Context: an optimization exercise on an open-source flow, tuned for small area and a short achievable clock period. The choices shown serve that exercise and are no tape-out recipe.
No run shown here included a check of the RTL's function; only the layout flow was run.
Power figures rest on the tool's default switching activity, not on a simulated workload.

==> flow/design.v (outline; a module is shown in full before it is edited, if it fits) <==
// module FA: 7 lines
// module BSEL: 6 lines
// module BSELN: 6 lines
// module HA: 7 lines
// module KSA: 537 lines
// module CPALEAF: 8 lines
// module Booth: 2750 lines
module Booth (
    input  CLK, RST,
    input  [31:0] x, y,
    output [63:0] p
);
  // ...
==> flow/run.sh <==
#!/bin/bash
# synth_recipe.tcl (not shown) runs the flow's synth.tcl, then flattens the netlist and writes it again
# the make line also repeats each setting of config.mk as NAME=value (left out here)
make -C /OpenROAD-flow-scripts/flow DESIGN_CONFIG=/design/flow/config.mk WORK_HOME=/design/flow/orfs CLKGATE_MAP_FILE= SYNTH_SCRIPT=/design/flow/synth_recipe.tcl finish
==> flow/config.mk <==
export PLATFORM = sky130hd
export DESIGN_NAME = Booth
export DESIGN_NICKNAME = Booth
export VERILOG_FILES = /design/flow/design.v
export SDC_FILE = /design/flow/constraint.sdc
export NUM_CORES = 4
export LEC_CHECK = 0
export CAP_MARGIN = 20
export CORE_MARGIN = 2
export CORE_UTILIZATION = 40
export SETUP_SLACK_MARGIN = 3.3
export SLEW_MARGIN = 20
export SYNTH_HIERARCHICAL = 1
export SYNTH_MINIMUM_KEEP_SIZE = 0
==> flow/constraint.sdc <==
create_clock -name core_clock -period 7.5 [get_ports {CLK}]
set_input_delay 1.5000 -clock core_clock [delete_from_list [all_inputs] [get_ports {CLK}]]
set_output_delay 1.5000 -clock core_clock [all_outputs]
set_load 0.01 [all_outputs]
==> flow_metrics.py, run 1 <==
metrics = {
    "timing": {
        "hold_viol_final": 0,
        "setup_ws_ps": 2424,
        "final.min_clock_period_ps": 5076,
        "drv_slew": 0,
        "period_share_pct": 67.69,
        "finalSetupTns_ps": 0,
    },
    "final_layout": {
        "drive_gt1_share_pct": 44.07,
        "seq_cell_count": 200,
        "n_antenna_cell": 1,
        "buffer_area_share_pct": 17.07,
        "layout_commonest_cell": "a22oi_2",
    },
    "placement": {
        "dp_cells": 3388,
        "gp_congestion": 0.8823,
    },
    "worst_setup_path": {
        "cp_common_cell": "buf_6",
        "cp-start-kind": "flop",
        "reg2reg_to": "fb_in[28]",
        "crit_chain": "ha_4, nand4_1, or2_1, or3_4, nor4_4, buf_6, o21ai_4, buf_12, o21bai_4, a221oi_4, o21a_2, buf_6, o311ai_4, buf_2",
        "cp-startpoint": "fb_in[24]",
        "critPathMaxStageDelay_ps": 400,
        "crit_path_top_delay_cell": "or3_4",
    },
    "synth": {
        "synth_edf_count": 0,
        "yosys_warnings": 7,
        "synth_area_per_cell_sq_um": 12.56,
        "synth_top_family_by_area": "adder cells",
    },
    "floorplan": {
        "row_count": 97,
    },
    "clock_tree": {
        "clockBufferDepth": 2,
        "htree_levels": 4,
        "cts_setup_buffers": 271,
    },
    "outcome": {
        "outcome": "finished clean",
    },
}
==> run 2, diff against run 1 <==
==> flow/flow/run.sh (new file) <==
#!/bin/bash
# Own layout flow: the standard flow, plus one step after floorplan that
# sets every combinational cell to the smallest drive strength of its family
# (Yosys/ABC map with a fixed load and tends to pick oversized gates). The
# later resizer steps (repair_design, repair_timing) size up what needs it.
set -euo pipefail
here=$(pwd)
export POST_FLOORPLAN_TCL="$here/flow/downsize.tcl"
bash standard.sh > "$here/standard.log" 2>&1
==> flow/flow/downsize.tcl (new file) <==
# Swap each combinational standard cell for the smallest-drive cell of the same
# function (same footprint family); leave flops, adders, buffers and ties alone.
set n 0
foreach inst [get_cells *] {
  set master [get_property $inst ref_name]
  if {![regexp {^sky130_fd_sc_hd__([a-z0-9]+)_([0-9]+)$} $master -> base size]} { continue }
  if {[regexp {^(df|sdf|edf|dl|fa|ha|conb|tap|fill|decap|buf|clkbuf|clkdly|dlygate|dlymetal|inv|clkinv|diode|lpflow|probe)} $base]} { continue }
  set best ""
  set bestsize 1000
  foreach lc [get_lib_cells sky130_fd_sc_hd__${base}_*] {
    set nm [get_name $lc]
    if {![regexp "^sky130_fd_sc_hd__${base}_(\[0-9\]+)\$" $nm -> s]} { continue }
    if {[get_property $lc dont_use]} { continue }
    if {$s < $bestsize} { set bestsize $s; set best $nm }
  }
  if {$best ne "" && $best ne $master} {
    replace_cell $inst $best
    incr n
  }
}
puts "downsize: replaced $n cells"
==> flow/standard.sh (new file) <==
#!/bin/bash
# synth_recipe.tcl (not shown) runs the flow's synth.tcl, then flattens the netlist and writes it again
# the make line also repeats each setting of config.mk as NAME=value (left out here)
make -C /OpenROAD-flow-scripts/flow DESIGN_CONFIG=/design/flow/config.mk WORK_HOME=/design/flow/orfs CLKGATE_MAP_FILE= SYNTH_SCRIPT=/design/flow/synth_recipe.tcl "${@:-finish}"
removed: flow/run.sh
==> run 2 against run 1 <==
  * Still clean on timing, DRC and antenna
  * Clock-buffer cell count did not move
  * Register-to-register slack got worse by 40 ps
  * Core utilization fell by 5.1 points
  * Synthesized area did not move
  * Via count fell by 2.1%
  * Synthesized cell count did not move
  * Critical path type unchanged
==> flow_metrics.py, run 2 <==
metrics = {
    "outcome": {
        "outcome": "finished clean",
    },
    "synth": {
        "synthTopCellsByCount": "538 x xnor2_1, 528 x a22oi_2, 441 x fa_1",
        "yosys.area.top_type": "fa_1",
        "ys_seq_area_share_pct": 14.09,
        "syn_area_sq_um": 28420,
        "ys_ff_latch": 200,
        "synth.most_common_cell": "xnor2_1",
        "synthTopCellsByArea": "fa_1 31%, a22oi_2 23%, xnor2_1 17%",
        "synth_edf_count": 0,
        "synth_flop_cell": "dfxtp_1",
        "netlist_instances": 2263,
        "synth_area_per_cell_sq_um": 12.56,
        "yosysUniqueCellTypes": 55,
        "yosysTopAreaCellShare_pct": 31.07,
        "yosys_warnings": 7,
        "postSynth.asyncResetShare_pct": 0,
    },
    "clock_tree": {
        "cts_tree": "yes",
        "cts_buffers": 17,
        "clk_latency_ps": 520,
        "htree_levels": 4,
        "cts.clk_slew.worst_paths_ps": 80,
        "root_buffer": "clkbuf_16",
        "clockBufferDepth": 2,
        "cts_hold_buf": 0,
        "cts_sinks": 200,
    },
    "worst_setup_path": {
        "critical_path_buf_inv_count": 7,
        "r2r_start": "one[5]",
        "critPathMaxStageDelay_ps": 330,
        "crit_path_top_delay_cell": "dfxtp_2",
        "cp-start-kind": "flop",
        "endpoint": "p[53]",
        "cp-startpoint": "fb_in[24]",
        "critPathTopFamily": "buffers and inverters",
        "crit_required_ps": 6000,
        "cp.depth": 17,
        "crit_type": "flop to output port",
        "cp_common_cell": "buf_6",
        "cp-end-kind": "output port",
        "path_max_fanout": 5,
        "ff2ff_setup_slack_ps": 3240,
        "reg2reg_to": "fb_in[32]",
        "crit_chain": "ha_4, nand4_1, buf_4, buf_6, buf_6, nor4_4, a221oi_2, o211ai_1, buf_4, o21ai_2, buf_6, o22ai_4, buf_6, nand4_1, a311oi_2, xor2_1, buf_2",
        "worstRegToRegCells": 10,
        "worst-endpoint-arrival_ps": 3650,
    },
    "detailed_routing": {
        "routed_wl_microns": 106900,
        "antenna_left": 0,
        "drtIter0Drc": 2867,
        "first_pass_iters": 8,
        "drc": 0,
        "vias": 23080,
        "wl_per_cell_microns": 28.60,
        "viasPerCell": 6.178,
    },
    "timing": {
        "rsz0062_at_grt": "yes",
        "setup_ws_ps": 2351,
        "finalSetupViolCount": 0,
        "finalSetupTns_ps": 0,
        "drv_slew": 0,
        "finalClockSkew_ps": 17.12,
        "worstMarginPinSlew_ps": 617.7,
        "period_share_pct": 68.65,
        "slew_headroom_pct": 58.69,
        "max_freq_mhz": 194.2,
        "hold_viol_final": 0,
        "final.min_clock_period_ps": 5149,
    },
    "worst_hold_path": {
        "min-delay-start": "neg[0]",
        "min_path_type": "flop to flop",
    },
    "placement": {
        "dp_cells": 3380,
        "pre_cts_ws_ps": 1307,
        "numPortBuffers": 129,
        "dp_hpwl_microns": 58000,
        "postPlaceCellArea_sq_um": 28690,
        "gp_congestion": 0.8688,
    },
    "floorplan": {
        "pin_count": 130,
        "die_y_microns": 270.5,
        "die_w_microns": 270.5,
        "start_util_pct": 40.51,
        "coreArea_sq_um": 70150,
        "row_count": 97,
        "dieArea_sq_um": 73190,
    },
    "final_layout": {
        "drive_gt1_share_pct": 24.57,
        "fin_nets": 3407,
        "final_cell_mix": "522 x xnor2_1, 507 x a22oi_1, 411 x fa_1, 197 x buf_4, 115 x nor2b_1",
        "final_cells": 3736,
        "top_register": "sa",
        "fillers": 6321,
        "n_antenna_cell": 0,
        "stdcell_area_sq_um": 34070,
        "area_growth_pct": 19.89,
        "multiInputGateArea_sq_um": 22530,
        "seq_area_sq_um": 4297,
        "layout_commonest_cell": "xnor2_1",
        "largest_reg_flops": 64,
    },
    "job": {
        "cap_violations": 0,
    },
    "global_route": {
        "grt_max_degree": 37,
        "grtUsageTotal_pct": 28.49,
        "grt_overflow_total": 0,
        "antenna_found_initial": 3,
        "grt_first_pass_wirelength_microns": 155000,
        "grt_pass1_vias": 24550,
    },
    "pwr": {
        "vdd_drop_max_uv": 561.4,
        "p_leak_uw": 0.01274,
        "power.density_nw_per_um2": 473.9,
    },
}
run 2: worst register-to-register path: stages (launching register included):
cell and delay [ps]:
dfxtp_4 500, buf_6 230, a22oi_1 130, xnor2_1 200, fa_1 480, fa_1 460, fa_2 460, fa_1 440
fa_1 450, fa_1 510, ha_1 290
run 2: where the power goes:
| group | internal (uW) | total, uW | switching, uW |
|---|---|---|---|
| clock | 444 | 935 | 491 |
| combinational | 6290 | 13200 | 6900 |
| sequential | 1770 | 2020 | 253 |
| total | 8500 | 16100 | 7650 |
run 2: cell type report:
type	count	share of cell area (%)
Clock buffer	17	1.249
Inverter	32	0.3525
Clock inverter	15	0.4517
Sequential cell	200	12.61
Tap cell	940	3.452
Timing Repair Buffer	495	15.76
Multi-Input combinational cell	2037	66.13
run 2: routing by layer:
layer | vias to the layer above | part of all wire (%) | global-route usage [%] | routed length [microns]
li1 | 9213 | - | - | -
met1 | 11520 | 35 | 33.37 | 37280
met2 | 1825 | 45 | 43.79 | 48030
met3 | 514 | 13 | 10.96 | 14120
met4 | 5 | 6.9 | 17.71 | 7328
met5 | - | 0.098 | 1.382 | 105
run 2: cells by family after synthesis:
logic type | Yosys count | synth area share [%]
flip-flops | 200 | 14.09
multiplexers | 2 | 0.07045
AO/OA/AOI/OAI | 645 | 25.95
adder cells (fa/ha/maj) | 558 | 36.22
other | 1 | 0.01320
buffers and inverters | 41 | 0.6604
AND/OR/NAND/NOR | 222 | 4.693
XOR/XNOR | 594 | 18.31
run 2: how the worst min path moves through the flow:
stage | endpoint | slack (ps) | cells after the start
after floorplan | fb_in[61] | 910 | 4
after global placement | sa[0] | 790 | 2
after detailed placement | sa[0] | 800 | 2
after CTS | sa[0] | 840 | 2
after global routing | sa[0] | 870 | 2
final | sa[0] | 850 | 2
run 2: Yosys stat by module, one instance, submodules excluded:
module   cell area, sq um  times used  cells  flip-flops and latches
CPALEAF             25.02          55      3                       0
KSA                  1719           1    260                       0
BSEL                21.27         512      2                       0
HA                  12.51          62      1                       0
FA                  20.02         441      1                       0
Booth                4488           1    279                     200
BSELN               21.27          16      2                       0
run 2: stage by stage:
stage	hold slack, ps	total power, uW	util, %
2_1_floorplan	910.3	9864	-
3_3_place_gp	792.6	13950	40.90
3_5_place_dp	801.2	14090	40.90
4_1_cts	843.1	15880	46.95
5_1_grt	872.1	17800	48.57
6_report	849.7	16150	48.57
run 2: timing repair:
action | 4_1_cts | 5_1_grt
cloned | 4 | 1
setup buffers | 240 | 79
pin swaps | 62 | 68
resized for setup | 440 | 102
endpoints found under the setup margin | 103 | 71

what the ideal ports hide:
In the flow no input, the clock included, has a driving cell. The finished layouts below were timed again as built, in two steps. Step 1: set_driving_cell puts a clkbuf_16 on CLK and a buf_2 on each other input, an assumption about the parent block. Step 2 moves the port delays by t, midway between the first and last clock arrival at a register: inputs arrive t later, outputs are due t later. That takes back most of the time a late clock gives input paths. a / b / c = no drivers / after step 1 / after step 2; a / b = the first two.
run	shift t [ns]	slack for setup (ns)	worst setup path after step 2	clock arrival spread, ns	worst data-port slew with drivers (ns)
run 1	0.577	2.424 / 2.362 / 2.939	register to output	0.023 / 0.022	0.06
run 2	0.573	2.351 / 2.290 / 2.862	register to output	0.019 / 0.019	0.07
After both steps setup and hold are still met in every run listed.
